Context: an optimization exercise on an open-source flow, tuned for small area. The choices shown serve that exercise and are no tape-out recipe.
RTL that was checked went through simulation tests only; none was proved equivalent to the original.
For runs 6 to 8, only the layout was checked, not whether the RTL still works.
Power figures rest on the tool's default switching activity, not on a simulated workload.

==> design.v <==
module fsm(
input clk,
input arst,
input [15:0]s_data,
input s_valid,
input s_last,
output s_ready,
input [7:0]s_keep,
output  reg [15:0] m_data,
output reg m_valid,
output reg m_last,
input  m_ready,
output reg [7:0]m_keep,
input rd_en,
input [11:0]block_len,
output reg last
    );
    reg [6:0]temp,temp1,temp2,tem;
    reg [3:0]fifo[127:0];reg[11:0]count; 
    reg [6:0]wr_ptr,rd_ptr;
    wire [6:0]wr_p1=wr_ptr+7'd1,wr_p2=wr_ptr+7'd2,wr_p3=wr_ptr+7'd3;
    wire [6:0]rd_p1=rd_ptr+7'd1,rd_p2=rd_ptr+7'd2,rd_p3=rd_ptr+7'd3;
    reg [3:0]state,next_state;
    parameter s0=3'd0,s1=3'd1,s2=3'd2,s3=3'd3,s4=3'd4,idle=3'd5;
    assign s_ready=m_ready;
    always@(posedge clk)
    begin
    if(~arst) begin
    state<=idle;end
    else
    state<=next_state;
    end
    always@(posedge clk)
    begin
    case(state)
    idle:begin
           next_state<=s0;
        end
    s0:begin
          if(s_valid & s_ready)
          begin
            if(s_keep==7'd0)
            next_state<=s0;
            else if(s_keep==7'd4)
            next_state<=s1;
            else if(s_keep==7'd8)
            next_state<=s2;
            else if(s_keep==7'd12)
            next_state<=s3;
            else if(s_keep==7'd16)
            next_state<=s4;
          end
        end
     s1:begin
           if(s_valid & s_ready)
              begin
                if(s_keep==7'd0)
                next_state<=s0;
                else if(s_keep==7'd4)
                next_state<=s1;
                else if(s_keep==7'd8)
                next_state<=s2;
                else if(s_keep==7'd12)
                next_state<=s3;
                else if(s_keep==7'd16)
                next_state<=s4;
              end
        end
     s2:begin
          if(s_valid & s_ready)
             begin
               if(s_keep==7'd0)
                 next_state<=s0;
                 else if(s_keep==7'd4)
                  next_state<=s1;
                  else if(s_keep==7'd8)
                  next_state<=s2;
                  else if(s_keep==7'd12)
                   next_state<=s3;
                   else if(s_keep==7'd16)
                  next_state<=s4;
               end
         end
   s3:begin
     if(s_valid & s_ready)
          begin
            if(s_keep==7'd0)
            next_state<=s0;
            else if(s_keep==7'd4)
            next_state<=s1;
            else if(s_keep==7'd8)
            next_state<=s2;
            else if(s_keep==7'd12)
            next_state<=s3;
            else if(s_keep==7'd16)
            next_state<=s4;
          end 
          end      
    s4:begin
    if(s_valid & s_ready)
              begin
                if(s_keep==7'd0)
                next_state<=s0;
                else if(s_keep==7'd4)
                next_state<=s1;
                else if(s_keep==7'd8)
                next_state<=s2;
                else if(s_keep==7'd12)
                next_state<=s3;
                else if(s_keep==7'd16)
                next_state<=s4;
              end
       end          
    endcase
    end
    always@(posedge clk)
    begin
    case(next_state)
    s0:begin
        wr_ptr<=0;
       end
    s1:begin
       fifo[wr_ptr]<=s_data[3:0];
       wr_ptr<=wr_ptr+1;   
       end
    s2:begin
       fifo[wr_ptr]<=s_data[3:0];
       fifo[wr_p1]<=s_data[7:4];
       wr_ptr<=wr_ptr+2;
       end
    s3:begin
       fifo[wr_ptr]<=s_data[3:0];
       fifo[wr_p1]<=s_data[7:4];
       fifo[wr_p2]<=s_data[12:8];
       wr_ptr<=wr_ptr+3;
       end
    s4:begin
          fifo[wr_ptr]<=s_data[3:0];
           fifo[wr_p1]<=s_data[7:4];
           fifo[wr_p2]<=s_data[11:8];
           fifo[wr_p3]<=s_data[15:12];
           wr_ptr<=wr_ptr+4;
       end
    endcase
    end
        always@(posedge clk)
          begin
			 if(s_last==1)
               begin
                 temp<=wr_ptr;
               end
               if(~arst) begin
               rd_ptr<=0;count<=0;
               end
            if(rd_en & m_ready)
              begin
                 if(temp==rd_ptr ) 
                    begin
                       m_data<={{fifo[rd_p3]},{fifo[rd_p2]},{fifo[rd_p1]},{fifo[rd_ptr]}};
                       rd_ptr<=rd_ptr+4;
                       m_keep<=7'd16;
                       m_valid<=1;
                       m_last<=1; 
                       count<=0;
                    end
               else if(temp==rd_ptr+1)
                    begin
                        m_data<={{4'b0},{4'b0},{4'b0},{fifo[rd_ptr]}};
                        rd_ptr<=rd_ptr+1;
                        m_keep<=7'd4;
                        m_valid<=1;m_last<=1;
                         temp<=0;  
                        count<=0;      
                    end
              else if(temp==rd_ptr+2)
                   begin
                       m_data<={{4'b0},{4'b0},{fifo[rd_p1]},{fifo[rd_ptr]}};
                       rd_ptr<=rd_ptr+2;
                       m_keep<=7'd8;
                       m_valid<=1;
                       m_last<=1; 
                       temp<=0; 
                       count<=0; 
                  end
             else if(temp==rd_ptr+3)
                   begin          
                      m_data<={{4'b0},{fifo[rd_p2]},{fifo[rd_p1]},{fifo[rd_ptr]}};
                      rd_ptr<=rd_ptr+3;
                      m_keep<=7'd12;
                      m_valid<=1;
                      m_last<=1; 
                       temp<=0; 
                      count<=0; 
                   end 
            else
                   begin 
                       if(count+4==block_len)
                       begin
                          m_data<={{4'b0},{4'b0},{4'b0},{fifo[rd_ptr]}};
                          rd_ptr<=rd_ptr+1;
                          m_keep<=7'd4;
                          m_valid<=1;
                          count<=0;
                         last<=1; 
                           m_last<=0; 
                       end
                       else if(count+8==block_len)
                                              begin
                                                 m_data<={{4'b0},{4'b0},{fifo[rd_p1]},{fifo[rd_ptr]}};
                                                 rd_ptr<=rd_ptr+2;
                                                 m_keep<=7'd8;
                                                 m_valid<=1;
                                                 count<=0;
                                                last<=1; 
                                                  m_last<=0; 
                                              end
                        else if(count+12==block_len)
                            begin
                                                                       m_data<={{4'b0},{fifo[rd_p2]},{fifo[rd_p1]},{fifo[rd_ptr]}};
                                                                       rd_ptr<=rd_ptr+3;
                                                                       m_keep<=7'd12;
                                                                       m_valid<=1;
                                                                       count<=0;
                                                                      last<=1; 
                                                                      m_last<=0; 
                                                                    end
                       else if(count<block_len)
                                              begin
                                              m_data<={{fifo[rd_p3],{fifo[rd_p2]},{fifo[rd_p1]},{fifo[rd_ptr]}}};
                                              rd_ptr<=rd_ptr+4;
                                              m_keep<=7'd16;
                                              m_valid<=1;
                                              last<=0;
                                              count<=count+16;
                                                m_last<=0; 
                                              end
                   end
        end
        else
                begin
                m_data<=0;
                m_valid<=0;
                m_last<=0;
                m_keep<=0;
                last<=0;
                end
        end
endmodule
==> config.mk <==
export PLATFORM = sky130hd
export DESIGN_NAME = fsm
export DESIGN_NICKNAME = fsm
export VERILOG_FILES = /design/flow/design.v
export SDC_FILE = /design/flow/constraint.sdc
export NUM_CORES = 8
export LEC_CHECK = 0
export CAP_MARGIN = 20
export CORE_MARGIN = 2
export CORE_UTILIZATION = 40
export SLEW_MARGIN = 20
==> run.sh <==
#!/bin/bash
# synth_recipe.tcl (not shown) runs the flow's synth.tcl, then flattens the netlist and writes it again
# the make line also repeats each setting of config.mk as NAME=value (left out here)
make -C /OpenROAD-flow-scripts/flow DESIGN_CONFIG=/design/flow/config.mk WORK_HOME=/design/flow/orfs CLKGATE_MAP_FILE= SYNTH_SCRIPT=/design/flow/synth_recipe.tcl finish
==> constraint.sdc <==
create_clock -name core_clock -period 6.0 [get_ports {clk}]
set_input_delay 1.2000 -clock core_clock [delete_from_list [all_inputs] [get_ports {clk}]]
set_output_delay 1.2000 -clock core_clock [all_outputs]
set_load 0.01 [all_outputs]
==> flow_summary.toml, run 1 <==
[clocking]
cts_buffer_depth = 3
cts_root_buf = "clkbuf_16"
ctsHoldBuffers = 0
cts_tree = "built"
cts_setup_buffers = 0
numClockSinks = 573
cts_resized = 0
clkTransAtPathRegs_ps = 60
clkLatencyLatePin_ps = 710
cts_buffers = 73
htreeDepth = 3

[timing]
rsz0062_at_grt = "false"
worst_slew_pin_slew_ps = 1400
setup_viol = 0
setup_tns_ps = 0
finalClockSkew_ps = 27.3
final-max-slew-violation-count = 0
relSlewSlack = 0.0627
max_freq_mhz = 187
fin_crit_ps = 5340
finalCritPeriodShare = 0.889
setup_ws_ps = 664
hold_viol = 0

[yosys]
synthXorXnorAreaFrac = 0.0139
synth_cell_type_count = 87
synth-adder-area-share = 0.00650
synthMuxAreaShare = 0.376
synth_top_cell_area_share = 0.275
netlist_top_cells_area = "edfxtp_1 27%, mux4_2 20%, mux2i_1 10%, mux2_2 7.5%, nand2_1 6.2%"
yosys.cell_count.top_type = "nand2_1"
synth_top_cell_by_area = "edfxtp_1"
avgSynthCellArea_um2 = 9.85
synth_area_um2 = 57700
ys_seq_elements = 573
synth_edf_count = 528
ys_seq_area_frac = 0.290
synth_common_cells = "950 x nand2_1, 616 x nor2_1, 603 x mux2i_1"
ys_warn_count = 1
synth_compound_area_frac = 0.135
async_flop_share = 0
synthCells = 5860
synth_top_flop_cell = "edfxtp_1"
synth_top_family_by_area = "multiplexers"
synthSimpleGateAreaFrac = 0.141

[place]
dp_hpwl_um = 190000
dp.cells = 7477
pre_cts_ws_ps = 1180
routabilityCongestion = 1.13
port-buffer-count = 64

[global_route]
grt.busiest_layer = "met2"
grt_pass1_wl_um = 397000
grt_max_degree = 137
gr-total-overflow = 0
grtUsageMet1 = 0.467
antenna_found_initial = 21
grt_pass1_vias = 51800
grt_usage = 0.376
use_met3 = 0.148
grt_use_met2 = 0.525

[power_and_ir_drop]
p_sw_mw = 10.5
vdd_drop_max_uv = 425
comb_power_share = 0.567
powerDensity_nw_per_um2 = 348
leakagePower_nw = 21.6
sw_frac_of_total = 0.479
internal_power_mw = 11.4
p_seq_frac = 0.228
clockPowerShare = 0.206

[setup_path]
r2r-start = "rd_ptr[0]"
crit_type = "register to register"
slowest_stage = "a21oi_1"
r2r_cells = 11
cpPeakStageDelay_ps = 920
path_buf_inv = 2
worstPathArrival_ps = 5890
reg2reg_to = "m_data[14]"
rrSetupSlack_ps = 660
worstSetupStartpoint = "rd_ptr[0]"
worstPathCellList = "inv_1, ha_4, and2_2, buf_4, nand3_1, a31oi_1, nor3_1, a21oi_1, o21ai_0, o31ai_1, a21oi_1"
cpMostUsedCell = "a21oi_1"
required_ps = 6550
path_delay_family = "compound AO/OA/AOI/OAI gates"
worstPathMaxFanout = 25
crit_path_start_kind = "register"
crit_path_end_kind = "register"

[layout]
fin_nets = 5721
area.growth.synth_to_final_pct = 8.87
drive_above_1_share = 0.217
fin_cells = 7623

[run_status]
status = "timing/DRC/antenna clean"

[floorplanning]
dieArea_um2 = 147000
coreArea_um2 = 143000
num_io_pins = 70
initial_utilization = 0.402
rows = 139
die_h_um = 384
chipWidth_um = 384

[job]
max-cap-violations = 0

[routing]
drtIter0Drc = 9710
routed_via_density = 7.35
wl_per_cell_um = 37.4
ant_nets = 0
drc = 0
wl_um = 285000
first_pass_iters = 6
vias = 56000

[min_path]
whs_path_depth = 2
worstHoldStart = "m_data[9]"
min_to = "m_data[9]"
hold_class = "register to register"
[power by group through the flow]
stage | Clock (mW) | Combinational, mW | Sequential, mW
final | 4.50 | 12.4 | 4.98
after global placement | 0 | 11.4 | 5.03
after floorplan | 0 | 6.99 | 4.81
after CTS | 4.48 | 11.6 | 4.95
after detailed placement | 0 | 11.5 | 5.04
after global routing | 4.63 | 12.3 | 4.98
[metrics by stage]
step / power [mW] / util / hold WS (ps) / cell area (um2)
global placement: 16.5 / 0.421 / 448 / 60400
floorplan: 11.8 / - / 476 / 57700
detailed placement: 16.6 / 0.421 / 446 / 60500
global route: 21.9 / 0.438 / 482 / 62800
finish: 21.9 / 0.438 / 452 / 62800
CTS: 21.0 / 0.438 / 459 / 62800
[layer usage]
| layer | wire length [um] | vias up |
|---|---|---|
| met3 | 45100 | 1463 |
| li1 | - | 22100 |
| met1 | 97700 | 27100 |
| met2 | 116000 | 5292 |
| met4 | 25800 | 28 |
| met5 | 179 | - |
[worst register-to-register path, delay by kind of cell, from the launching register on]
family / cells / cell delay (ps)
compound gates: 5 / 2230
simple gates: 3 / 970
flops: 1 / 710
buf+inv: 2 / 620
fa+ha+maj: 1 / 640
[registers in the layout (all words and copies together), names as in the netlist]
name        flops
next_state      3
temp            7
fifo          512
m_data         16
last            1
m_valid         1
m_last          1
wr_ptr          7
count          12
state           3
rd_ptr          7
m_keep          3
[cell usage in the layout (no fill, tap or decap), types with 15 or more instances in the layout]
master             n
and2_1            25
nor2_1           607
clkbuf_16         76
clkdlybuf4s50_1   48
nor3_1            35
mux2i_1          603
a31oi_1           33
mux4_2           504
a32oi_1           16
a22oi_1           20
ha_1              28
buf_4            145
nand2b_1          17
inv_1             27
a311oi_1          15
o22ai_1           26
a211oi_1         164
and3_1            27
xor2_1            32
nor2b_1           17
nand3_1          135
o211ai_1          46
clkbuf_1          16
o21ai_0          344
a2111o_1          24
mux2_2           382
o2111ai_1         28
dfxtp_1           42
buf_12            26
xnor2_1           43
o221ai_1          16
edfxtp_1         528
nand4b_1          16
a21o_1           154
a21oi_1          218
nand4_1           42
nand2_1          949
[cells by family (layout without fill, tap and decap cells)]
group,count (synthesis),in the layout
AND/OR/NAND/NOR,1939,1939
flip-flops,573,573
AO/OA/AOI/OAI,1197,1197
adder cells (fa/ha/maj),30,30
buffers and inverters,540,383
multiplexers,1489,1489
XOR/XNOR,91,91
other,1,18
[worst max-delay path by stage]
stage                             to  cells after the start
after floorplan           m_data[12]                     16
after global placement    m_data[13]                     11
after detailed placement  m_data[13]                     11
after CTS                  m_data[4]                     11
after global routing      m_data[14]                     11
final                     m_data[14]                     11
[final cells by class]
class	instances	area (um2)
Antenna cell	13	32.5
Clock buffer	94	1990
Clock inverter	39	334
Fill cell	13500	80600
Inverter	28	105
Multi-Input combinational cell	4751	39100
Sequential cell	573	16800
Tap cell	1903	2380
Timing Repair Buffer	222	2160
==> inputs of run 2 (changes only) <==
==> design.v (replaced) <==
module fsm(
input clk,
input arst,
input [15:0]s_data,
input s_valid,
input s_last,
output s_ready,
input [7:0]s_keep,
output reg [15:0] m_data,
output m_valid,
output reg m_last,
input  m_ready,
output [7:0]m_keep,
input rd_en,
input [11:0]block_len,
output reg last
    );
    assign s_ready = m_ready;
    reg        rst_q;         
    reg  [2:0] wn;            
    reg  [6:0] wr_ptr;
    reg  [6:0] temp;          
    reg  [6:0] rd_ptr;
    reg  [7:0] cnt;           
    reg  [2:0] kq;            
    always @(posedge clk) rst_q <= ~arst;
    always @(posedge clk)
      if (rst_q) wn <= 3'd0;
      else if (s_valid & m_ready & (s_keep[7:5] == 3'd0) & (s_keep[1:0] == 2'd0) &
               ~(s_keep[4] & |s_keep[3:2]))
        wn <= s_keep[4:2];
    always @(posedge clk)
      wr_ptr <= (wn == 3'd0) ? 7'd0 : wr_ptr + {4'd0, wn};
    reg [511:0] mem;    
    genvar b, r;
    generate
      for (b = 0; b < 4; b = b + 1) begin : g_wb
        localparam [1:0] B = b;
        wire [1:0] off = B - wr_ptr[1:0];           
        wire       ben = {1'b0, off} < wn;
        wire [4:0] row = wr_ptr[6:2] + {4'd0, (B < wr_ptr[1:0])};
        wire [3:0] d   = s_data[{off, 2'b00} +: 4];
        for (r = 0; r < 32; r = r + 1) begin : g_r
          always @(posedge clk)
            if (ben && row == r) mem[(b*32+r)*4 +: 4] <= d;
        end
      end
    endgenerate
    wire [3:0] rq [0:3];    
    generate
      for (b = 0; b < 4; b = b + 1) begin : g_rb
        localparam [1:0] B = b;
        wire [4:0] row = rd_ptr[6:2] + {4'd0, (B < rd_ptr[1:0])};
        wire [127:0] bk = mem[b*128 +: 128];
        assign rq[b] = bk[{row, 2'b00} +: 4];
      end
    endgenerate
    wire [1:0] ro1 = rd_ptr[1:0] + 2'd1, ro2 = rd_ptr[1:0] + 2'd2, ro3 = rd_ptr[1:0] + 2'd3;
    wire [3:0] n0 = rq[rd_ptr[1:0]];
    wire [3:0] n1 = rq[ro1];
    wire [3:0] n2 = rq[ro2];
    wire [3:0] n3 = rq[ro3];
    wire [7:0] diff = {1'b0, temp} - {1'b0, rd_ptr};
    wire pe   = diff[7:2] == 6'd0;                  
    wire hieq = block_len[11:4] == cnt;
    wire blk  = hieq & (block_len[1:0] == 2'd0) & (block_len[3:2] != 2'd0);
    wire lt   = (cnt < block_len[11:4]) | (hieq & (block_len[3:0] != 4'd0));
    wire go   = rd_en & m_ready;
    wire adv  = go & (pe | blk | lt);
    wire [1:0] k  = pe ? diff[1:0] : blk ? block_len[3:2] : 2'd0;
    wire [2:0] nk = {k == 2'd0, k};
    always @(posedge clk) begin
      if (s_last) temp <= wr_ptr;
      if (adv & pe & (diff[1:0] != 2'd0)) temp <= 7'd0;
    end
    always @(posedge clk) begin
      if (adv) begin
        rd_ptr <= rd_ptr + {5'd0, k} + {4'd0, k == 2'd0, 2'd0};
        cnt    <= (pe | blk) ? 8'd0 : cnt + 8'd1;
      end else if (~arst) begin
        rd_ptr <= 7'd0;
        cnt    <= 8'd0;
      end
    end
    always @(posedge clk) begin
      if (~go) begin
        m_data <= 16'd0;
        kq     <= 3'd0;
        m_last <= 1'b0;
        last   <= 1'b0;
      end else if (adv) begin
        m_data <= {(k == 2'd0) ? n3 : 4'd0,
                   (k == 2'd0 || k == 2'd3) ? n2 : 4'd0,
                   (k != 2'd1) ? n1 : 4'd0,
                   n0};
        kq     <= nk;
        m_last <= pe;
        if (~pe) last <= blk;
      end
    end
    assign m_keep  = {3'd0, kq, 2'd0};
    assign m_valid = |kq;
endmodule
--- a/config.mk
+++ b/config.mk
@@ -7,5 +7,6 @@
 export LEC_CHECK = 0
 export CAP_MARGIN = 20
 export CORE_MARGIN = 2
-export CORE_UTILIZATION = 40
+export CORE_UTILIZATION = 60
+export CTS_BUF_LIST = sky130_fd_sc_hd__clkbuf_4
 export SLEW_MARGIN = 20
==> run 2 against run 1 <==
Sequential share of layout area up 33 points. Combinational power fell by 92%. Critical path depth is 5 higher. Sequential power shrank 12%.
==> flow_summary.toml, run 2 <==
[layout]
seq_area_um2 = 16600
area.growth.synth_to_final_pct = 10.9
drive_above_1_share = 0.188
reg_top3 = "mem (512), m_data (16), cnt (8)"
final_cell_mix = "527 x edfxtp_1, 210 x clkbuf_4, 176 x nor2_1, 138 x mux2i_1, 64 x clkdlybuf4s50_1"
design_area_um2 = 27900
top_register = "mem"
largest_reg_flops = 512
final_common_cell = "edfxtp_1"
multi_input_area_um2 = 8020
fillers = 3070
fin_nets = 1921

[routing]
drtIter0Drc = 1215
drc = 0
first_pass_iters = 5
routed_via_density = 6.14
wl_um = 56900
vias = 15100
ant_nets = 0
wl_per_cell_um = 23.1

[timing]
max_freq_mhz = 207
finalClockSkew_ps = 45.9
final-max-slew-violation-count = 0
hold_viol = 0
timing.hold.ws_ps = 448
relSlewSlack = 0.264
setup_tns_ps = 0
fin_crit_ps = 4830
rsz0062_at_grt = "false"
finalCritPeriodShare = 0.805
setup_viol = 0
worst_slew_pin_slew_ps = 1100

[yosys]
synth_cell_type_count = 68
synth_edf_count = 527
synth_common_cells = "527 x edfxtp_1, 177 x nor2_1, 138 x mux2i_1"
ys_seq_area_frac = 0.659
synth_area_um2 = 25200
avgSynthCellArea_um2 = 14.8
synth_top_cell_by_area = "edfxtp_1"
ys_warn_count = 1
ys_seq_elements = 566
synth_top_flop_cell = "edfxtp_1"
async_flop_share = 0
synth_top_cell_area_share = 0.628
netlist_top_cells_area = "edfxtp_1 63%, mux2i_1 5.5%, mux4_2 4.2%, dfxtp_1 3.1%, mux2_2 2.8%"
synthCells = 1702
yosys.cell_count.top_type = "edfxtp_1"

[place]
placed_area_um2 = 26200
dp_hpwl_um = 36900
routabilityCongestion = 0.868
port-buffer-count = 64

[clocking]
cts_tree = "built"
clkTransAtPathRegs_ps = 70
cts_resized = 0
cts_buffer_depth = 3
clkLatencyLatePin_ps = 860
htreeDepth = 4
ctsHoldBuffers = 0
numClockSinks = 566
cts_buffers = 145
cts_setup_buffers = 0
cts_root_buf = "clkbuf_4"

[run_status]
status = "timing/DRC/antenna clean"

[power_and_ir_drop]
power_mw = 8.52
vdd_drop_max_uv = 199
leakagePower_nw = 9.34
powerDensity_nw_per_um2 = 305

[setup_path]
worstPathArrival_ps = 5430
r2r_cells = 16
reg2reg_to = "rd_ptr[6]"
crit_path_end_kind = "register"
r2r-start = "rd_ptr[5]"
crit_type = "register to register"
required_ps = 6600
worstPathMaxFanout = 22
rrSetupSlack_ps = 1170
crit_path_start_kind = "register"

[global_route]
grt_max_degree = 84
grt_pass1_vias = 15500
grt_pass1_wl_um = 87800
gr-total-overflow = 0
antenna_found_initial = 3
grt_usage = 0.267

[min_path]
hold_class = "register to register"
whs_path_depth = 1
min_to = "wn[2]"
worstHoldStart = "rst_q"

[floorplanning]
initial_utilization = 0.604
die_h_um = 209
rows = 75
coreArea_um2 = 41700
chipWidth_um = 209
dieArea_um2 = 43600
num_io_pins = 70

[job]
max-cap-violations = 0
[run 2: worst max path at each step]
stage / cells after the start / to / startpoint
after floorplan: 19 / rd_ptr[6] / rd_ptr[1]
after global placement: 17 / rd_ptr[6] / block_len[9]
after detailed placement: 17 / rd_ptr[6] / block_len[9]
after CTS: 16 / rd_ptr[6] / rd_ptr[5]
after global routing: 16 / rd_ptr[6] / rd_ptr[5]
final: 16 / rd_ptr[6] / rd_ptr[5]
[run 2: cells by family after synthesis]
| logic type | Yosys count | share of synthesized area |
|---|---|---|
| other | 1 | 0.000149 |
| buffers and inverters | 133 | 0.0250 |
| multiplexers | 247 | 0.125 |
| XOR/XNOR | 29 | 0.0101 |
| AND/OR/NAND/NOR | 417 | 0.0787 |
| adder cells (fa/ha/maj) | 46 | 0.0237 |
| flip-flops | 566 | 0.659 |
| AO/OA/AOI/OAI | 263 | 0.0784 |
[run 2: where the power goes]
group          internal [mW]  total [mW]  switching, mW  leakage (nW)
clock network           1.68        3.16           1.48          1.06
logic                  0.400        1.01          0.607          3.21
registers               4.33        4.36         0.0255          5.08
[run 2: cell type report]
type,count,area share
Timing Repair Buffer,81,0.0275
Clock buffer,210,0.0564
Tap cell,539,0.0241
Antenna cell,2,0.000179
Clock inverter,31,0.00614
Inverter,32,0.00430
Sequential cell,566,0.594
Multi-Input combinational cell,1007,0.287
[run 2: worst max-delay path, stage by stage, from the launching register on]
cell       delay [ps]
edfxtp_1          330
buf_4             270
clkinv_1          330
ha_1              450
a2111oi_0         450
o221ai_1          350
nor2_1            510
mux2_2            420
inv_1             100
ha_1              170
inv_1              60
fa_1              380
nor2b_1           170
o21ai_0           160
nor3_1            220
xnor2_1           150
nor2_1             50
[run 2: through the flow]
step                      setup slack [ps]  instances   util
after floorplan                       1340       1706      -
after global placement                1220       2225  0.628
after detailed placement              1090       2225  0.628
after CTS                             1250       2466  0.670
after global routing                   826       2468  0.671
final                                 1170       2468  0.671
[run 2: layer usage]
metal	GRT usage	wire, um	share of wire	vias to the layer above
met2	0.415	26600	0.47	532
met1	0.364	24800	0.43	7517
met5	0	0	0	-
met3	0.0664	4150	0.073	103
li1	-	-	-	6991
met4	0.109	1430	0.025	0
==> inputs of run 3 (changes only) <==
--- a/config.mk
+++ b/config.mk
@@ -8,5 +8,7 @@
 export CAP_MARGIN = 20
 export CORE_MARGIN = 2
 export CORE_UTILIZATION = 60
-export CTS_BUF_LIST = sky130_fd_sc_hd__clkbuf_4
+export CTS_BUF_LIST = sky130_fd_sc_hd__clkbuf_16
+export CTS_CLUSTER_DIAMETER = 100
+export CTS_CLUSTER_SIZE = 30
 export SLEW_MARGIN = 20
==> run 3 against run 2 <==
Critical path depth did not move. Fmax hardly changed. Wire length down 3.3%. Sequential cell count unchanged. Cell area fell by 3.9%. Hold slack improved by 9.6 ps. Count of clock-buffer cells in the layout is 186 lower. Combinational power hardly changed. Largest power group unchanged. Synthesized area unchanged. Sequential power about the same. Largest cell class unchanged. Sequential share of layout area grew 2.4 points.
==> flow_summary.toml, run 3 <==
[run_status]
status = "timing/DRC/antenna clean"

[layout]
top_register = "mem"
fillers = 3076
reg_top3 = "mem (512), m_data (16), cnt (8)"
area.growth.synth_to_final_pct = 6.61
largest_reg_flops = 512
final_cell_mix = "527 x edfxtp_1, 176 x nor2_1, 138 x mux2i_1, 64 x clkdlybuf4s50_1, 62 x mux2_2"
drive_above_1_share = 0.0979
design_area_um2 = 26800
multi_input_area_um2 = 8020
fin_nets = 1798
seq_area_um2 = 16600
final_common_cell = "edfxtp_1"
utilization = 0.644

[yosys]
ys_warn_count = 1
ys_seq_elements = 566
synth_top_cell_by_area = "edfxtp_1"
synthCells = 1702
synth_common_cells = "527 x edfxtp_1, 177 x nor2_1, 138 x mux2i_1"
avgSynthCellArea_um2 = 14.8
synth_top_flop_cell = "edfxtp_1"
ys_seq_area_frac = 0.659
synth_cell_type_count = 68
synth_area_um2 = 25200
synth_edf_count = 527
yosys.cell_count.top_type = "edfxtp_1"
async_flop_share = 0
netlist_top_cells_area = "edfxtp_1 63%, mux2i_1 5.5%, mux4_2 4.2%, dfxtp_1 3.1%, mux2_2 2.8%"
synth_top_cell_area_share = 0.628

[routing]
met2_length_um = 25900
ant_nets = 0
wl_per_cell_um = 24.3
routed_via_density = 6.37
wl_met1_um = 24400
vias = 14400
top_layer_used = "met4"
first_pass_iters = 5
wl_um = 55100
drc = 0
met3_length_um = 3610
drtIter0Drc = 1302

[place]
placed_area_um2 = 26200
pre_cts_ws_ps = 1090
port-buffer-count = 64
dp_hpwl_um = 36900
routabilityCongestion = 0.868

[clocking]
clkTransAtPathRegs_ps = 120
ctsHoldBuffers = 0
cts_resized = 0
cts_setup_buffers = 0
cts_buffer_depth = 3
numClockSinks = 566
cts_tree = "built"
cts_root_buf = "clkbuf_16"
cts_buffers = 22
htreeDepth = 1
clkLatencyLatePin_ps = 600

[floorplanning]
coreArea_um2 = 41700
chipWidth_um = 209
dieArea_um2 = 43600
num_io_pins = 70
rows = 75
initial_utilization = 0.604
die_h_um = 209

[global_route]
grt_max_degree = 84
antenna_found_initial = 2
grt_usage = 0.253
gr-total-overflow = 0
grt_pass1_vias = 14300
grt_pass1_wl_um = 84200

[timing]
fin_crit_ps = 4830
worst_slew_pin_slew_ps = 1110
final-max-slew-violation-count = 0
hold_viol = 0
setup_ws_ps = 1170
max_freq_mhz = 207
finalCritPeriodShare = 0.805
finalClockSkew_ps = 26.1
rsz0062_at_grt = "false"
relSlewSlack = 0.262
setup_viol = 0
timing.hold.ws_ps = 458
setup_tns_ps = 0

[power_and_ir_drop]
leakagePower_nw = 8.67
powerDensity_nw_per_um2 = 269
vdd_drop_max_uv = 225

[min_path]
worstHoldStart = "rst_q"
hold_class = "register to register"
whs_path_depth = 1
min_to = "wn[2]"

[setup_path]
crit_type = "register to register"
rrSetupSlack_ps = 1170
crit_path_start_kind = "register"
reg2reg_to = "rd_ptr[6]"
worstPathArrival_ps = 5190
worstPathMaxFanout = 22
required_ps = 6360
r2r-start = "rd_ptr[5]"
r2r_cells = 16
crit_path_end_kind = "register"

[job]
max-cap-violations = 0
run 3: cell counts after synthesis:
Identical to the previous run, type by type.
run 3: final cells by class:
cell class | instances | share of cell area
Antenna cell | 1 | 0.0000932
Inverter | 32 | 0.00447
Sequential cell | 566 | 0.619
Timing Repair Buffer | 81 | 0.0286
Multi-Input combinational cell | 1007 | 0.299
Clock buffer | 24 | 0.0224
Tap cell | 539 | 0.0251
Clock inverter | 16 | 0.00224
run 3: logic make-up (layout without fill, tap and decap cells):
group,Yosys count,in the layout,share of synthesized area
buffers and inverters,133,153,0.0250
DFF,566,566,0.659
and+or+nand+nor,417,417,0.0787
xor gates and xnor gates,29,29,0.0101
other,1,6,0.000149
AOI/OAI and AO/OA,263,263,0.0784
muxes,247,247,0.125
adders and majority gates,46,46,0.0237
run 3: critical path: stages, from the launching register on:
cell       delay, ps
edfxtp_1         350
buf_4            270
clkinv_1         330
ha_1             460
a2111oi_0        450
o221ai_1         340
nor2_1           520
mux2_2           420
inv_1             90
ha_1             170
inv_1             60
fa_1             380
nor2b_1          170
o21ai_0          160
nor3_1           220
xnor2_1          150
nor2_1            50
run 3: worst max path at each step:
| stage | startpoint | endpoint | cells after the start |
|---|---|---|---|
| floorplan | rd_ptr[1] | rd_ptr[6] | 19 |
| global placement | block_len[9] | rd_ptr[6] | 17 |
| detailed placement | block_len[9] | rd_ptr[6] | 17 |
| CTS | rd_ptr[5] | rd_ptr[6] | 16 |
| global route | rd_ptr[5] | rd_ptr[6] | 16 |
| finish | rd_ptr[5] | rd_ptr[6] | 16 |
run 3: routing by layer:
layer / global-route usage / vias to the layer above
li1: - / 6634
met1: 0.365 / 7265
met2: 0.407 / 462
met3: 0.0400 / 74
met4: 0.0663 / 0
met5: 0 / -
run 3: where the power goes:
group,total (mW),internal [mW],switching (mW)
sequential,4.35,4.33,0.0254
combinational,1.00,0.400,0.604
clock,1.86,0.733,1.13
run 3: through the flow:
step / std cells / power [mW]
3_5_place_dp: 2225 / 5.44
5_1_grt: 2266 / 7.45
3_3_place_gp: 2225 / 5.43
6_report: 2266 / 7.22
4_1_cts: 2265 / 7.25
2_1_floorplan: 1706 / 5.11
==> inputs of run 4 (changes only) <==
--- a/config.mk
+++ b/config.mk
@@ -8,7 +8,7 @@
 export CAP_MARGIN = 20
 export CORE_MARGIN = 2
 export CORE_UTILIZATION = 60
-export CTS_BUF_LIST = sky130_fd_sc_hd__clkbuf_16
+export CTS_BUF_LIST = sky130_fd_sc_hd__clkbuf_8
 export CTS_CLUSTER_DIAMETER = 100
-export CTS_CLUSTER_SIZE = 30
+export CTS_CLUSTER_SIZE = 18
 export SLEW_MARGIN = 20
==> run 4 against run 3 <==
Via count grew 0.57%. Non-clock buffer count is the same. Count of clock-buffer cells in the layout grew 13. Highest routed layer unchanged. Sequential power is essentially flat. Utilization shrank 0.093 points.
==> flow_summary.toml, run 4 <==
[floorplanning]
rows = 75
chipWidth_um = 209
dieArea_um2 = 43600
initial_utilization = 0.604
coreArea_um2 = 41700
num_io_pins = 70
die_h_um = 209

[setup_path]
required_ps = 6390
r2r-start = "rd_ptr[5]"
worstPathArrival_ps = 5210
crit_type = "register to register"
worstSetupStartpoint = "rd_ptr[5]"
worstPathMaxFanout = 22
reg2reg_to = "rd_ptr[6]"
crit_path_end_kind = "register"
cp-endpoint = "rd_ptr[6]"
crit_path_start_kind = "register"
r2r_cells = 16
rrSetupSlack_ps = 1180

[yosys]
synth_area_um2 = 25200
synth-adder-area-share = 0.0237
avgSynthCellArea_um2 = 14.8
ys_warn_count = 1
ys_seq_area_frac = 0.659
synth_edf_count = 527
synth_top_family_by_area = "multiplexers"
synth_compound_area_frac = 0.0784
synth_top_cell_area_share = 0.628
synth_top_flop_cell = "edfxtp_1"
async_flop_share = 0
netlist_top_cells_area = "edfxtp_1 63%, mux2i_1 5.5%, mux4_2 4.2%, dfxtp_1 3.1%, mux2_2 2.8%"
synth_top_cell_by_area = "edfxtp_1"
ys_seq_elements = 566
yosys.cell_count.top_type = "edfxtp_1"
synthSimpleGateAreaFrac = 0.0787
synthXorXnorAreaFrac = 0.0101
synth_common_cells = "527 x edfxtp_1, 177 x nor2_1, 138 x mux2i_1"
synth_cell_type_count = 68
synthCells = 1702
synthMuxAreaShare = 0.125

[global_route]
antenna_found_initial = 2
gr-total-overflow = 0
grt_pass1_wl_um = 84900
grt_max_degree = 84
grt_usage = 0.257
grt_pass1_vias = 14500

[clocking]
cts_buffers = 37
clkTransAtPathRegs_ps = 120
cts_tree = "built"
cts_root_buf = "clkbuf_8"
numClockSinks = 566
cts_resized = 0
htreeDepth = 2
cts_buffer_depth = 3
cts_setup_buffers = 0
clkLatencyLatePin_ps = 630
ctsHoldBuffers = 0

[routing]
wl_per_cell_um = 24.2
drtIter0Drc = 1288
drc = 0
vias = 14500
first_pass_iters = 5
routed_via_density = 6.34
ant_nets = 0
wl_um = 55400

[layout]
final_common_cell = "edfxtp_1"
largest_reg_flops = 512
multi_input_area_um2 = 8020
seq_area_um2 = 16600
final_cell_mix = "527 x edfxtp_1, 176 x nor2_1, 138 x mux2i_1, 64 x clkdlybuf4s50_1, 62 x mux2_2"
reg_top3 = "mem (512), m_data (16), cnt (8)"
drive_above_1_share = 0.105
utilization = 0.643
fillers = 3119
top_register = "mem"
area.growth.synth_to_final_pct = 6.46
fin_nets = 1813

[timing]
max_freq_mhz = 207
fin_crit_ps = 4820
timing.hold.ws_ps = 457
finalClockSkew_ps = 29.3
hold_viol = 0
final-max-slew-violation-count = 0
setup_tns_ps = 0
rsz0062_at_grt = "false"
finalCritPeriodShare = 0.804
relSlewSlack = 0.260
setup_viol = 0
worst_slew_pin_slew_ps = 1110

[run_status]
status = "timing/DRC/antenna clean"

[power_and_ir_drop]
vdd_drop_max_uv = 209
powerDensity_nw_per_um2 = 266
leakagePower_nw = 8.70

[place]
dp_hpwl_um = 36900
routabilityCongestion = 0.868
port-buffer-count = 64

[job]
max-cap-violations = 0

[min_path]
hold_class = "register to register"
[run 4: final cells by class]
| class | instances | share of cell area |
|---|---|---|
| well taps | 539 | 0.0252 |
| clock buffers | 37 | 0.0190 |
| clock inverters | 28 | 0.00420 |
| inverters | 32 | 0.00448 |
| flip-flops and latches | 566 | 0.619 |
| multi-input cells | 1007 | 0.299 |
| diodes | 1 | 0.0000933 |
| repair buffers | 81 | 0.0287 |
[run 4: logic make-up (layout without fill, tap and decap cells)]
| group | Yosys count | in the layout |
|---|---|---|
| adder cells (fa/ha/maj) | 46 | 46 |
| AO/OA/AOI/OAI | 263 | 263 |
| flip-flops | 566 | 566 |
| AND/OR/NAND/NOR | 417 | 417 |
| XOR/XNOR | 29 | 29 |
| buffers and inverters | 133 | 178 |
| multiplexers | 247 | 247 |
| other | 1 | 6 |
[run 4: power breakdown]
group | total (mW) | internal (mW) | leakage [nW] | switching [mW]
sequential | 4.35 | 4.33 | 5.08 | 0.0255
clock | 1.76 | 0.588 | 0.416 | 1.17
combinational | 1.01 | 0.400 | 3.21 | 0.605
[run 4: how the worst min path moves through the flow]
stage	cells after the start	slack, ps	end	from
final	1	460	wn[2]	rst_q
after detailed placement	1	430	wn[2]	rst_q
after CTS	1	450	wn[2]	rst_q
after global routing	1	480	wn[1]	rst_q
after floorplan	1	410	wn[0]	rst_q
after global placement	1	440	wn[2]	rst_q
[run 4: critical path, stage by stage (launching register included)]
cell and delay, ps:
edfxtp_1 350, buf_4 270, clkinv_1 330, ha_1 460
a2111oi_0 450, o221ai_1 330, nor2_1 500, mux2_2 410
inv_1 90, ha_1 170, inv_1 60, fa_1 380
nor2b_1 180, o21ai_0 170, nor3_1 220, xnor2_1 150
nor2_1 50
[run 4: metal layers]
| metal | wire length [um] | up-vias | global-route usage |
|---|---|---|---|
| met4 | 1250 | 0 | 0.0776 |
| met3 | 4220 | 80 | 0.0472 |
| met5 | 0 | - | 0 |
| li1 | - | 6674 | - |
| met1 | 24000 | 7238 | 0.367 |
| met2 | 25900 | 526 | 0.408 |
[run 4: stage by stage]
step	cells	setup WS [ps]	total power, mW	area [um2]
CTS	2290	1240	7.15	26800
floorplan	1706	1340	5.11	25200
global route	2291	820	7.36	26800
finish	2291	1180	7.12	26800
detailed placement	2225	1090	5.44	26200
global placement	2225	1220	5.43	26200
==> inputs of run 5 (changes only) <==
==> config.mk (replaced) <==
export PLATFORM = sky130hd
export DESIGN_NAME = fsm
export DESIGN_NICKNAME = fsm
export VERILOG_FILES = /design/flow/design.v
export SDC_FILE = /design/flow/constraint.sdc
export NUM_CORES = 8
export LEC_CHECK = 0
export CAP_MARGIN = 20
export CORE_MARGIN = 2
export CORE_UTILIZATION = 40
export SLEW_MARGIN = 20
==> run 5 against run 4 <==
Cell area is 5.9% higher. Clock skew is 9.7 ps lower. Still clean on timing, DRC and antenna. Fmax is 0.27% lower. Count of clock-buffer cells in the layout is 37 higher. Clock power is 95% higher. Non-clock buffer count is 4 higher. Utilization is 19 points lower. Wire length is 7.4% higher. Power is 24% higher. Synthesized cell count stayed put. Sequential power hardly changed.
==> flow_summary.toml, run 5 <==
[timing]
finalClockSkew_ps = 19.6
worst_slew_pin_slew_ps = 1200
setup_ws_ps = 1160
setup_tns_ps = 0
finalCritPeriodShare = 0.806
hold_viol = 0
timing.hold.ws_ps = 442
relSlewSlack = 0.197
rsz0062_at_grt = "false"
fin_crit_ps = 4840
max_freq_mhz = 207
setup_viol = 0
final-max-slew-violation-count = 0

[place]
routabilityCongestion = 0.839
pre_cts_ws_ps = 1140
dp_hpwl_um = 39400
port-buffer-count = 64

[yosys]
synth_edf_count = 527
synth_top_cell_by_area = "edfxtp_1"
ys_seq_elements = 566
netlist_top_cells_area = "edfxtp_1 63%, mux2i_1 5.5%, mux4_2 4.2%, dfxtp_1 3.1%, mux2_2 2.8%"
synth_cell_type_count = 68
synth_common_cells = "527 x edfxtp_1, 177 x nor2_1, 138 x mux2i_1"
synth_area_um2 = 25200
synth_top_cell_area_share = 0.628
synthCells = 1702
avgSynthCellArea_um2 = 14.8
ys_seq_area_frac = 0.659
yosys.cell_count.top_type = "edfxtp_1"
ys_warn_count = 1
synth_top_flop_cell = "edfxtp_1"
async_flop_share = 0

[clocking]
ctsHoldBuffers = 0
clkTransAtPathRegs_ps = 60
cts_root_buf = "clkbuf_16"
htreeDepth = 2
cts_resized = 0
cts_buffer_depth = 3
cts_setup_buffers = 0
clkLatencyLatePin_ps = 620
numClockSinks = 566
cts_tree = "built"
cts_buffers = 59

[floorplanning]
initial_utilization = 0.407
rows = 91
chipWidth_um = 255
coreArea_um2 = 61900
die_h_um = 255
num_io_pins = 70
dieArea_um2 = 65000

[setup_path]
worstPathArrival_ps = 5180
crit_path_end_kind = "register"
cpMostUsedCell = "inv_1"
slowest_stage = "edfxtp_1"
path_delay_family = "adder cells"
required_ps = 6350
worstPathCellList = "inv_1, ha_1, a2111oi_0, o221ai_1, nor2_1, mux2_2, inv_1, ha_1, inv_1, fa_1, nor2b_1, o21ai_0, nor3_1, xnor2_1, nor2_1"
path_buf_inv = 3
cpPeakStageDelay_ps = 850
worstPathMaxFanout = 18
crit_path_start_kind = "register"
crit_type = "register to register"

[global_route]
antenna_found_initial = 1
grt_usage = 0.184
grt_pass1_vias = 14600
grt_max_degree = 84
gr-total-overflow = 0
grt_pass1_wl_um = 89900

[routing]
wl_um = 59500
routed_via_density = 5.59
vias = 14700
ant_nets = 0
first_pass_iters = 5
wl_per_cell_um = 22.6
drc = 0
drtIter0Drc = 1491

[layout]
final_cell_mix = "527 x edfxtp_1, 177 x nor2_1, 138 x mux2i_1, 64 x clkdlybuf4s50_1, 62 x mux2_2"
area.growth.synth_to_final_pct = 12.7
drive_above_1_share = 0.125
largest_reg_flops = 512
reg_top3 = "mem (512), m_data (16), cnt (8)"
top_register = "mem"
fin_nets = 1839
final_common_cell = "edfxtp_1"
fillers = 5438
utilization = 0.458

[job]
max-cap-violations = 0

[power_and_ir_drop]
p_seq_frac = 0.494
powerDensity_nw_per_um2 = 311
comb_power_share = 0.116
clockPowerShare = 0.390
p_sw_mw = 2.12
sw_frac_of_total = 0.241
vdd_drop_max_uv = 218
leakagePower_nw = 9.18
power_mw = 8.83
internal_power_mw = 6.71

[min_path]
hold_class = "register to register"

[run_status]
status = "timing/DRC/antenna clean"
==> run 5: cell type report <==
type	instances	area [um2]	share of cell area
tap	837	1050	0.0369
sequential	566	16600	0.585
clock buffer	74	1530	0.0540
multi-input combinational	1007	8000	0.282
antenna	1	2.50	0.0000882
timing repair buffer	85	811	0.0286
inverter	32	120	0.00423
clock inverter	32	259	0.00913
==> run 5: routing by layer <==
layer	track usage	share of wire	wire length [um]
met1	0.266	0.46	27200
met2	0.279	0.44	26400
met3	0.0336	0.072	4260
met4	0.0603	0.027	1590
met5	0	0	0
==> run 5: path summary, 6_finish.rpt <==
kind	cells past startpoint	startpoint	end	slack, ps
worst max-delay path	15	rd_ptr[3]	rd_ptr[6]	1160
worst min-delay path	1	rst_q	wn[2]	440
worst max register to register	15	rd_ptr[3]	rd_ptr[6]	1160
worst min register to register	1	rst_q	wn[2]	440
==> run 5: logic make-up (layout without fill, tap and decap cells) <==
kind of cell | Yosys count | in the layout | synth area share
adders and majority gates | 46 | 46 | 0.0237
xor gates and xnor gates | 29 | 29 | 0.0101
and+or+nand+nor | 417 | 417 | 0.0787
muxes | 247 | 247 | 0.125
AOI/OAI and AO/OA | 263 | 263 | 0.0784
buffers and inverters | 133 | 223 | 0.0250
other | 1 | 6 | 0.000149
DFF | 566 | 566 | 0.659
==> run 5: power by group through the flow <==
stage	logic [mW]	clock network, mW	registers, mW
5_1_grt	1.09	3.67	4.37
3_5_place_dp	1.01	0	4.45
4_1_cts	1.02	3.52	4.37
3_3_place_gp	1.00	0	4.45
6_report	1.02	3.44	4.37
2_1_floorplan	0.669	0	4.44
==> run 5: through the flow <==
| step | instances | cell area, um2 |
|---|---|---|
| 4_1_cts | 2633 | 28400 |
| 3_5_place_dp | 2527 | 26600 |
| 6_report | 2634 | 28400 |
| 3_3_place_gp | 2527 | 26600 |
| 5_1_grt | 2634 | 28400 |
| 2_1_floorplan | 1706 | 25200 |
==> inputs of run 6 (changes only) <==
--- a/design.v
+++ b/design.v
@@ -46,20 +46,34 @@
         end
       end
     endgenerate
+    function [3:0] m4(input [15:0] x, input [1:0] s);
+      case (s)
+        2'd0: m4 = x[3:0];
+        2'd1: m4 = x[7:4];
+        2'd2: m4 = x[11:8];
+        default: m4 = x[15:12];
+      endcase
+    endfunction
     wire [3:0] rq [0:3];    
+    genvar i;
     generate
       for (b = 0; b < 4; b = b + 1) begin : g_rb
         localparam [1:0] B = b;
         wire [4:0] row = rd_ptr[6:2] + {4'd0, (B < rd_ptr[1:0])};
         wire [127:0] bk = mem[b*128 +: 128];
-        assign rq[b] = bk[{row, 2'b00} +: 4];
+        wire [31:0] l1;
+        for (i = 0; i < 8; i = i + 1) begin : g_l1
+          assign l1[i*4 +: 4] = m4(bk[i*16 +: 16], row[1:0]);
+        end
+        wire [7:0] l2 = {m4(l1[31:16], row[3:2]), m4(l1[15:0], row[3:2])};
+        assign rq[b] = row[4] ? l2[7:4] : l2[3:0];
       end
     endgenerate
-    wire [1:0] ro1 = rd_ptr[1:0] + 2'd1, ro2 = rd_ptr[1:0] + 2'd2, ro3 = rd_ptr[1:0] + 2'd3;
-    wire [3:0] n0 = rq[rd_ptr[1:0]];
-    wire [3:0] n1 = rq[ro1];
-    wire [3:0] n2 = rq[ro2];
-    wire [3:0] n3 = rq[ro3];
+    wire [1:0] ro = rd_ptr[1:0];
+    wire [3:0] n0 = m4({rq[3], rq[2], rq[1], rq[0]}, ro);
+    wire [3:0] n1 = m4({rq[0], rq[3], rq[2], rq[1]}, ro);
+    wire [3:0] n2 = m4({rq[1], rq[0], rq[3], rq[2]}, ro);
+    wire [3:0] n3 = m4({rq[2], rq[1], rq[0], rq[3]}, ro);
     wire [7:0] diff = {1'b0, temp} - {1'b0, rd_ptr};
     wire pe   = diff[7:2] == 6'd0;                  
     wire hieq = block_len[11:4] == cnt;
--- a/config.mk
+++ b/config.mk
@@ -7,5 +7,8 @@
 export LEC_CHECK = 0
 export CAP_MARGIN = 20
 export CORE_MARGIN = 2
-export CORE_UTILIZATION = 40
+export CORE_UTILIZATION = 60
+export CTS_BUF_LIST = sky130_fd_sc_hd__clkbuf_16
+export CTS_CLUSTER_DIAMETER = 100
+export CTS_CLUSTER_SIZE = 30
 export SLEW_MARGIN = 20
==> run 6 against run 5 <==
Count of clock-buffer cells in the layout fell by 50. Register-to-register slack improved by 240 ps. Synthesized area shrank 2.2%. Sequential share of layout area rose by 4.2 points. Clock power fell by 46%. First-iteration DRC count is 2.9% lower. Critical path type unchanged. Critical path depth grew 2. Die area down 34%. Sequential cell count unchanged.
==> flow_summary.toml, run 6 <==
[clocking]
clkLatencyLatePin_ps = 590
ctsHoldBuffers = 0
cts_setup_buffers = 0
cts_tree = "built"
clkTransAtPathRegs_ps = 120
cts_buffer_depth = 3
cts_resized = 0
numClockSinks = 566
htreeDepth = 1
cts_root_buf = "clkbuf_16"
cts_buffers = 22

[job]
max-cap-violations = 0

[global_route]
grtUsageMet1 = 0.391
grt_use_met2 = 0.411
grt.busiest_layer = "met2"
use_met3 = 0.0290
grt_max_degree = 35
antenna_found_initial = 0
grt_usage = 0.258
gr-total-overflow = 0
grt_pass1_wl_um = 80800
grt_pass1_vias = 12900

[layout]
fillers = 2877
largest_reg_flops = 512
fin_nets = 1659
top_register = "mem"
design_area_um2 = 26500
final_cell_mix = "527 x edfxtp_1, 184 x nor2_1, 134 x mux4_2, 70 x nand2_1, 64 x clkdlybuf4s50_1"
reg_top3 = "mem (512), m_data (16), cnt (8)"
utilization = 0.651
area.growth.synth_to_final_pct = 7.47
final_common_cell = "edfxtp_1"
drive_above_1_share = 0.135
antenna_cells = 0

[routing]
wl_per_cell_um = 25.5
routed_via_density = 6.37
drtIter0Drc = 1448
drc = 0
vias = 13500
wl_um = 54100
ant_nets = 0
first_pass_iters = 7

[setup_path]
crit_path_end_kind = "register"
required_ps = 6340
worstPathMaxFanout = 34
worstPathArrival_ps = 4930
crit_type = "register to register"
crit_path_start_kind = "register"

[timing]
max_freq_mhz = 218
worst_slew_pin_slew_ps = 1060
setup_viol = 0
final-max-slew-violation-count = 0
relSlewSlack = 0.274
finalCritPeriodShare = 0.765
finalClockSkew_ps = 21.1
setup_tns_ps = 0
rsz0062_at_grt = "false"
fin_crit_ps = 4590
hold_viol = 0

[yosys]
netlist_top_cells_area = "edfxtp_1 64%, mux4_2 12%, dfxtp_1 3.2%, nor2_1 2.8%, ha_1 2.2%"
avgSynthCellArea_um2 = 16.1
synthCells = 1531
ys_seq_area_frac = 0.674
ys_warn_count = 1
synth_area_um2 = 24600
synth_cell_type_count = 69
async_flop_share = 0
synth_top_flop_cell = "edfxtp_1"
synth_top_cell_by_area = "edfxtp_1"
synth_common_cells = "527 x edfxtp_1, 184 x nor2_1, 134 x mux4_2"
synth_edf_count = 527
ys_seq_elements = 566
synth_top_cell_area_share = 0.643
yosys.cell_count.top_type = "edfxtp_1"

[place]
port-buffer-count = 64
routabilityCongestion = 0.855
dp_hpwl_um = 37200
placed_area_um2 = 25800

[floorplanning]
die_h_um = 207
coreArea_um2 = 40600
rows = 74
dieArea_um2 = 42700
initial_utilization = 0.606
num_io_pins = 70
chipWidth_um = 207

[power_and_ir_drop]
leakagePower_nw = 8.49
powerDensity_nw_per_um2 = 271
vdd_drop_max_uv = 234

[run_status]
status = "timing/DRC/antenna clean"

[min_path]
hold_class = "register to register"
## run 6: cell count changes after synthesis, sizes merged, moves of 14 or more
| cell | change |
|---|---|
| a2111oi | -37 |
| a22oi | -19 |
| o21ai | +17 |
| mux2i | -97 |
| o22ai | -23 |
| nand2 | +14 |
| buf | -24 |
| mux2 | -51 |
| a211oi | -26 |
| mux4 | +87 |
| nor2b | -38 |
## run 6: through the flow
stage	cells	setup WS (ps)	hold WS, ps	power, mW
6_report	2119	1410	474	7.18
5_1_grt	2119	1030	497	7.41
3_3_place_gp	2079	1290	458	5.40
4_1_cts	2119	1310	475	7.22
2_1_floorplan	1535	1770	414	5.09
3_5_place_dp	2079	1200	460	5.41
## run 6: worst paths after layout
check	from	to	slack, ps	cells past startpoint
max	rd_ptr[3]	rd_ptr[6]	1410	17
max reg2reg	rd_ptr[3]	rd_ptr[6]	1410	17
min	m_data[1]	m_data[1]	470	2
min reg2reg	m_data[1]	m_data[1]	470	2
## run 6: final cells by class
| class | instances | area (um2) | share of cell area |
|---|---|---|---|
| clock buffer | 24 | 601 | 0.0227 |
| sequential | 566 | 16600 | 0.627 |
| multi-input combinational | 854 | 7560 | 0.286 |
| timing repair buffer | 90 | 836 | 0.0316 |
| tap | 532 | 666 | 0.0251 |
| clock inverter | 16 | 60.1 | 0.00227 |
| inverter | 37 | 139 | 0.00525 |
## run 6: report_power, final
group	switching (mW)	total, mW	internal [mW]
logic	0.528	0.957	0.428
registers	0.0365	4.37	4.33
clock network	1.12	1.86	0.733
total	1.69	7.18	5.49
## run 6: cells by family (layout without fill, tap and decap cells)
group	after synthesis	after routing	synth area share
flops	566	566	0.674
simple gates	415	415	0.0773
mux	186	186	0.144
compound gates	175	175	0.0499
buf+inv	115	167	0.0200
fa+ha+maj	46	46	0.0243
xor+xnor	27	27	0.00991
other cells	1	5	0.000152
## run 6: worst max-delay path, stage by stage (launching register included)
cell,delay (ps)
edfxtp_1,600
buf_4,490
inv_1,200
ha_1,370
o2111ai_1,230
o41ai_1,110
o2111a_1,130
o21ai_1,420
mux2_2,430
inv_1,110
ha_1,170
inv_1,60
fa_1,380
nor2b_1,170
o21ai_0,140
nor2_1,170
xnor2_1,130
nor2_1,60
## run 6: layer usage
metal  vias up  share of wire
met1      6900           0.44
met3        56          0.066
li1       6078              -
met4         0          0.021
met5         -              0
met2       470           0.47
==> inputs of run 7 (changes only) <==
--- a/config.mk
+++ b/config.mk
@@ -7,8 +7,8 @@
 export LEC_CHECK = 0
 export CAP_MARGIN = 20
 export CORE_MARGIN = 2
-export CORE_UTILIZATION = 60
+export CORE_UTILIZATION = 70
 export CTS_BUF_LIST = sky130_fd_sc_hd__clkbuf_16
 export CTS_CLUSTER_DIAMETER = 100
-export CTS_CLUSTER_SIZE = 30
+export CTS_CLUSTER_SIZE = 25
 export SLEW_MARGIN = 20
==> run 7 against run 6 <==
Global-route usage grew 4.2 points. Non-clock buffer count shrank 2. Cell area is essentially flat. Sequential power is essentially flat. Register-to-register slack lost 190 ps. First-iteration DRC count grew 15%. Final cell count shrank 3.4%. Combinational power grew 0.4%. Utilization grew 11 points. Sequential cell count is the same. Synthesized area is the same. Via count grew 4.2%. Critical path type unchanged. Highest routed layer unchanged.
==> flow_summary.toml, run 7 <==
[run_status]
status = "timing/DRC/antenna clean"

[timing]
finalClockSkew_ps = 22.0
final-max-slew-violation-count = 0
timing.hold.ws_ps = 478
setup_viol = 0
worst_slew_pin_slew_ps = 1040
fin_crit_ps = 4780
finalCritPeriodShare = 0.797
hold_viol = 0
setup_tns_ps = 0
setup_ws_ps = 1220
rsz0062_at_grt = "false"
relSlewSlack = 0.304
max_freq_mhz = 209

[clocking]
cts_setup_buffers = 0
cts_resized = 0
numClockSinks = 566
cts_buffers = 26
clkTransAtPathRegs_ps = 100
cts_root_buf = "clkbuf_16"
htreeDepth = 1
cts_tree = "built"
clkLatencyLatePin_ps = 590
cts_buffer_depth = 3
ctsHoldBuffers = 0

[floorplanning]
dieArea_um2 = 36700
coreArea_um2 = 34600
die_h_um = 192
rows = 68
initial_utilization = 0.711
num_io_pins = 70
chipWidth_um = 192

[layout]
antenna_cells = 0
drive_above_1_share = 0.136
final_cell_mix = "527 x edfxtp_1, 184 x nor2_1, 134 x mux4_2, 70 x nand2_1, 64 x clkdlybuf4s50_1"
largest_reg_flops = 512
fin_cells = 2048
final_common_cell = "edfxtp_1"
top_register = "mem"
utilization = 0.764
fin_nets = 1661
area.growth.synth_to_final_pct = 7.45
reg_top3 = "mem (512), m_data (16), cnt (8)"

[yosys]
synth_cell_type_count = 69
synth_area_um2 = 24600
synth_edf_count = 527
netlist_top_cells_area = "edfxtp_1 64%, mux4_2 12%, dfxtp_1 3.2%, nor2_1 2.8%, ha_1 2.2%"
synth_common_cells = "527 x edfxtp_1, 184 x nor2_1, 134 x mux4_2"
synth_top_cell_by_area = "edfxtp_1"
synthCells = 1531
synth_top_cell_area_share = 0.643
yosys.cell_count.top_type = "edfxtp_1"
synth_top_flop_cell = "edfxtp_1"
ys_seq_elements = 566
avgSynthCellArea_um2 = 16.1
async_flop_share = 0
ys_warn_count = 1
ys_seq_area_frac = 0.674

[min_path]
min_to = "wn[0]"
whs_path_depth = 1
hold_class = "register to register"
worstHoldStart = "rst_q"

[setup_path]
crit_type = "register to register"
required_ps = 6340
worstPathMaxFanout = 16
rrSetupSlack_ps = 1220
crit_path_end_kind = "register"
reg2reg_to = "rd_ptr[6]"
slowest_stage = "edfxtp_1"
worstPathCellList = "clkinv_1, ha_1, nor2b_1, o21ai_0, a21boi_0, o21ai_1, mux2_2, inv_1, ha_1, inv_1, fa_1, nor2b_1, o21ai_0, nor2_1, xnor2_1, nor2_1"
worstPathArrival_ps = 5120
crit_path_start_kind = "register"
cpPeakStageDelay_ps = 750
path_buf_inv = 3
r2r-start = "rd_ptr[1]"
r2r_cells = 16
path_delay_family = "compound AO/OA/AOI/OAI gates"

[place]
dp_hpwl_um = 36800
pre_cts_ws_ps = 1230
routabilityCongestion = 0.911
port-buffer-count = 64
dp.cells = 1999

[global_route]
gr-total-overflow = 0
grt_usage = 0.300
antenna_found_initial = 0
grt_pass1_wl_um = 81300
grt_max_degree = 43
grt_pass1_vias = 13600

[power_and_ir_drop]
powerDensity_nw_per_um2 = 276
leakagePower_nw = 8.55
vdd_drop_max_uv = 339

[job]
max-cap-violations = 0

[routing]
first_pass_iters = 5
wl_per_cell_um = 26.3
ant_nets = 0
routed_via_density = 6.87
wl_um = 53900
drc = 0
drtIter0Drc = 1664
vias = 14100
run 7: changes by cell type in the layout (fill, tap and decap cells not counted):
cell,previous run,this run
a2111oi_0,4,3
a2111oi_1,0,1
buf_12,0,1
buf_4,26,23
clkbuf_16,24,27
inv_1,50,54
inv_8,0,1
xnor2_1,14,15
xnor2_2,2,1
run 7: routing by layer:
| metal | GRT usage | up-vias | wire (um) | part of all wire |
|---|---|---|---|---|
| met2 | 0.471 | 830 | 25300 | 0.47 |
| met4 | 0.0701 | 0 | 1260 | 0.023 |
| met5 | 0 | - | 0 | 0 |
| met3 | 0.0492 | 89 | 5440 | 0.10 |
| li1 | - | 6094 | - | - |
| met1 | 0.452 | 7053 | 21900 | 0.41 |
run 7: kinds of logic (layout without fill, tap and decap cells):
| logic type | count (synthesis) | in the layout | share of synthesized area |
|---|---|---|---|
| AO/OA/AOI/OAI | 175 | 175 | 0.0499 |
| XOR/XNOR | 27 | 27 | 0.00991 |
| adder cells (fa/ha/maj) | 46 | 46 | 0.0243 |
| buffers and inverters | 115 | 173 | 0.0200 |
| flip-flops | 566 | 566 | 0.674 |
| multiplexers | 186 | 186 | 0.144 |
| other | 1 | 5 | 0.000152 |
| AND/OR/NAND/NOR | 415 | 415 | 0.0773 |
run 7: worst register-to-register path: stages (launching register included):
cell	delay [ps]
edfxtp_1	750
clkinv_1	480
ha_1	410
nor2b_1	120
o21ai_0	180
a21boi_0	110
o21ai_1	660
mux2_2	430
inv_1	110
ha_1	180
inv_1	60
fa_1	370
nor2b_1	170
o21ai_0	150
nor2_1	160
xnor2_1	130
nor2_1	70
run 7: power by group:
part | total, mW | switching [mW] | leakage, nW | internal, mW
logic | 0.961 | 0.530 | 3.03 | 0.432
registers | 4.36 | 0.0314 | 5.08 | 4.33
clock network | 1.97 | 1.15 | 0.445 | 0.824
run 7: layout make-up:
type / count / area, um2
Inverter: 37 / 139
Tap cell: 455 / 569
Timing Repair Buffer: 88 / 833
Clock buffer: 27 / 676
Sequential cell: 566 / 16600
Fill cell: 1957 / 8160
Multi-Input combinational cell: 854 / 7550
Clock inverter: 21 / 86.3
run 7: worst max-delay path by stage:
stage               cells after the start         start   endpoint
floorplan                              19     rd_ptr[3]  rd_ptr[6]
global placement                       17  block_len[6]  rd_ptr[6]
detailed placement                     17  block_len[6]  rd_ptr[6]
CTS                                    16     rd_ptr[1]  rd_ptr[6]
global route                           16     rd_ptr[1]  rd_ptr[6]
finish                                 16     rd_ptr[1]  rd_ptr[6]
run 7: stage by stage:
step	instance area [um2]	total power, mW
after global routing	26500	7.49
after floorplan	24600	5.09
final	26500	7.30
after detailed placement	25700	5.39
after global placement	25700	5.38
after CTS	26400	7.28
==> inputs of run 8 (changes only) <==
==> config.mk (replaced) <==
export PLATFORM = sky130hd
export DESIGN_NAME = fsm
export DESIGN_NICKNAME = fsm
export VERILOG_FILES = /design/flow/design.v
export SDC_FILE = /design/flow/constraint.sdc
export NUM_CORES = 8
export LEC_CHECK = 0
export CAP_MARGIN = 20
export CORE_MARGIN = 2
export CORE_UTILIZATION = 60
export CTS_BUF_LIST = sky130_fd_sc_hd__clkbuf_8 sky130_fd_sc_hd__clkbuf_16
export CTS_CLUSTER_DIAMETER = 80
export CTS_CLUSTER_SIZE = 22
export SLEW_MARGIN = 20
==> run 8 against run 7 <==
Via count fell by 3.1%. Count of clock-buffer cells in the layout rose by 4. Setup slack improved by 190 ps. Final cell count rose by 4.2%. Power rose by 2.9%. Fmax rose by 4.1%. Synthesized cell count did not move. Critical endpoint unchanged.
==> flow_summary.toml, run 8 <==
[run_status]
status = "timing/DRC/antenna clean"

[timing]
worst_slew_pin_slew_ps = 1100
timing.hold.ws_ps = 472
fin_crit_ps = 4590
rsz0062_at_grt = "false"
setup_tns_ps = 0
finalCritPeriodShare = 0.765
hold_viol = 0
finalClockSkew_ps = 18.6
max_freq_mhz = 218
final-max-slew-violation-count = 0
setup_viol = 0
relSlewSlack = 0.248

[clocking]
cts_resized = 0
cts_setup_buffers = 0
cts_buffers = 30
cts_buffer_depth = 3
ctsHoldBuffers = 0
numClockSinks = 566
cts_tree = "built"
clkTransAtPathRegs_ps = 90
cts_root_buf = "clkbuf_16"
htreeDepth = 1
clkLatencyLatePin_ps = 610

[layout]
area.growth.synth_to_final_pct = 8.49
top_register = "mem"
final_cell_mix = "527 x edfxtp_1, 184 x nor2_1, 134 x mux4_2, 70 x nand2_1, 64 x clkdlybuf4s50_1"
antenna_cells = 0
fin_cells = 2135
fillers = 2865
seq_area_um2 = 16600
fin_nets = 1667
drive_above_1_share = 0.142
multi_input_area_um2 = 7560
final_common_cell = "edfxtp_1"
design_area_um2 = 26700
reg_top3 = "mem (512), m_data (16), cnt (8)"
largest_reg_flops = 512

[min_path]
min_to = "m_data[1]"
worstHoldStart = "m_data[1]"
hold_class = "register to register"
whs_path_depth = 2

[setup_path]
worstPathCellList = "buf_4, inv_1, ha_1, o2111ai_1, o41ai_1, o2111a_1, o21ai_1, mux2_2, inv_1, ha_1, inv_1, fa_1, nor2b_1, o21ai_0, nor2_1, xnor2_1, nor2_1"
path_delay_family = "compound AO/OA/AOI/OAI gates"
crit_path_start_kind = "register"
reg2reg_to = "rd_ptr[6]"
cpMostUsedCell = "inv_1"
required_ps = 6360
crit_path_end_kind = "register"
r2r-start = "rd_ptr[3]"
worstPathArrival_ps = 4950
path_buf_inv = 4
slowest_stage = "edfxtp_1"
r2r_cells = 17
worstPathMaxFanout = 34
rrSetupSlack_ps = 1410
cpPeakStageDelay_ps = 580
cp_num_cells = 17
crit_type = "register to register"

[place]
dp.cells = 2079
placed_area_um2 = 25800
routabilityCongestion = 0.855
dp_hpwl_um = 37200
port-buffer-count = 64

[yosys]
synth_area_um2 = 24600
netlist_top_cells_area = "edfxtp_1 64%, mux4_2 12%, dfxtp_1 3.2%, nor2_1 2.8%, ha_1 2.2%"
yosys.cell_count.top_type = "edfxtp_1"
avgSynthCellArea_um2 = 16.1
synth_top_cell_by_area = "edfxtp_1"
async_flop_share = 0
synth_top_cell_area_share = 0.643
synth_common_cells = "527 x edfxtp_1, 184 x nor2_1, 134 x mux4_2"
ys_warn_count = 1
synthCells = 1531
ys_seq_area_frac = 0.674
synth_cell_type_count = 69
ys_seq_elements = 566
synth_edf_count = 527
synth_top_flop_cell = "edfxtp_1"

[global_route]
antenna_found_initial = 0
grt_pass1_vias = 12900
grt_usage = 0.259
gr-total-overflow = 0
grt_pass1_wl_um = 80700
grt_max_degree = 35

[floorplanning]
rows = 74
initial_utilization = 0.606
dieArea_um2 = 42700
num_io_pins = 70
chipWidth_um = 207
die_h_um = 207
coreArea_um2 = 40600

[routing]
drtIter0Drc = 1414
routed_via_density = 6.39
ant_nets = 0
wl_um = 54100
vias = 13600
wl_per_cell_um = 25.4
drc = 0
first_pass_iters = 5

[power_and_ir_drop]
vdd_drop_max_uv = 288
powerDensity_nw_per_um2 = 281
leakagePower_nw = 8.63

[job]
max-cap-violations = 0
## run 8: cell counts after synthesis
No cell type changed its count.
## run 8: area by class of cell
class	instances	area share
clock buffers	31	0.0290
clock inverters	25	0.00510
inverters	37	0.00520
multi-input cells	854	0.283
flip-flops and latches	566	0.621
well taps	532	0.0249
repair buffers	90	0.0313
## run 8: how the worst max path moves through the flow
stage	from	end	slack [ps]
after floorplan	rd_ptr[3]	rd_ptr[6]	1770
after global placement	block_len[6]	rd_ptr[6]	1290
after detailed placement	block_len[6]	rd_ptr[6]	1200
after CTS	rd_ptr[2]	m_data[9]	1310
after global routing	rd_ptr[3]	rd_ptr[6]	1030
final	rd_ptr[3]	rd_ptr[6]	1410
## run 8: worst reg2reg max path: stages, from the launching register on
cell and delay [ps]:
edfxtp_1 580, buf_4 490, inv_1 210, ha_1 370, o2111ai_1 230, o41ai_1 110
o2111a_1 130, o21ai_1 420, mux2_2 430, inv_1 110, ha_1 180, inv_1 50
fa_1 380, nor2b_1 160, o21ai_0 150, nor2_1 170, xnor2_1 130, nor2_1 60
## run 8: metrics by stage
stage	total power [mW]	utilization	worst slack (ps)
after floorplan	5.09	-	1770
after global placement	5.40	0.635	1290
after detailed placement	5.41	0.635	1200
after CTS	7.55	0.657	1310
after global routing	7.76	0.657	1030
final	7.50	0.657	1410
## run 8: kinds of logic (layout without fill, tap and decap cells)
kind of cell,after synthesis,in the layout,synth area share
AOI/OAI and AO/OA,175,175,0.0499
xor gates and xnor gates,27,27,0.00991
adders and majority gates,46,46,0.0243
buffers and inverters,115,183,0.0200
DFF,566,566,0.674
muxes,186,186,0.144
other,1,5,0.000152
and+or+nand+nor,415,415,0.0773
## run 8: layer usage
metal | up-vias | track usage | share of wire
met5 | - | 0 | 0
met4 | 0 | 0.0643 | 0.022
met3 | 65 | 0.0367 | 0.081
met2 | 565 | 0.406 | 0.47
met1 | 6900 | 0.390 | 0.43
li1 | 6102 | - | -
## run 8: power by group
part | internal (mW) | total, mW | switching [mW] | leakage, nW
clock network | 0.986 | 2.18 | 1.20 | 0.521
logic | 0.428 | 0.958 | 0.530 | 3.03
registers | 4.33 | 4.36 | 0.0365 | 5.08

re-timing with driven ports:
The results above use ideal ports. As a check the final layouts listed here were re-extracted and re-timed, cells and wires unchanged.
Step 1: set_driving_cell puts a clkbuf_16 on clk and a buf_2 on each other input, an assumption about the parent block.
Step 2 times the ports against the registers' clock, not the clock port: input delays grow and output delays shrink by t, the midpoint of the rising clock arrivals with the driver on.
a / b / c = ideal / step 1 / step 2; a / b = the first two.
run	t (ns)	setup slack, ns	slew at the worst register clock pin (ns)	worst data-port slew with drivers (ns)
run 1	0.784	0.664 / 0.664 / 0.664	0.07 / 0.07	0.04
run 2	0.888	1.171 / 1.171 / 1.048	0.07 / 0.07	0.09
run 3	0.636	1.171 / 1.171 / 1.057	0.12 / 0.12	0.09
run 4	0.665	1.178 / 1.178 / 1.031	0.12 / 0.12	0.09
run 5	0.665	1.164 / 1.164 / 1.069	0.06 / 0.06	0.10
run 6	0.631	1.409 / 1.409 / 1.196	0.12 / 0.12	0.06
run 7	0.633	1.220 / 1.220 / 1.194	0.11 / 0.11	0.05
run 8	0.653	1.408 / 1.408 / 1.199	0.09 / 0.09	0.06
After both steps every run listed still meets setup and hold. For run 6, which loses most, drivers alone change the setup slack by 0.000 ns; drivers and shift together by -0.213 ns.
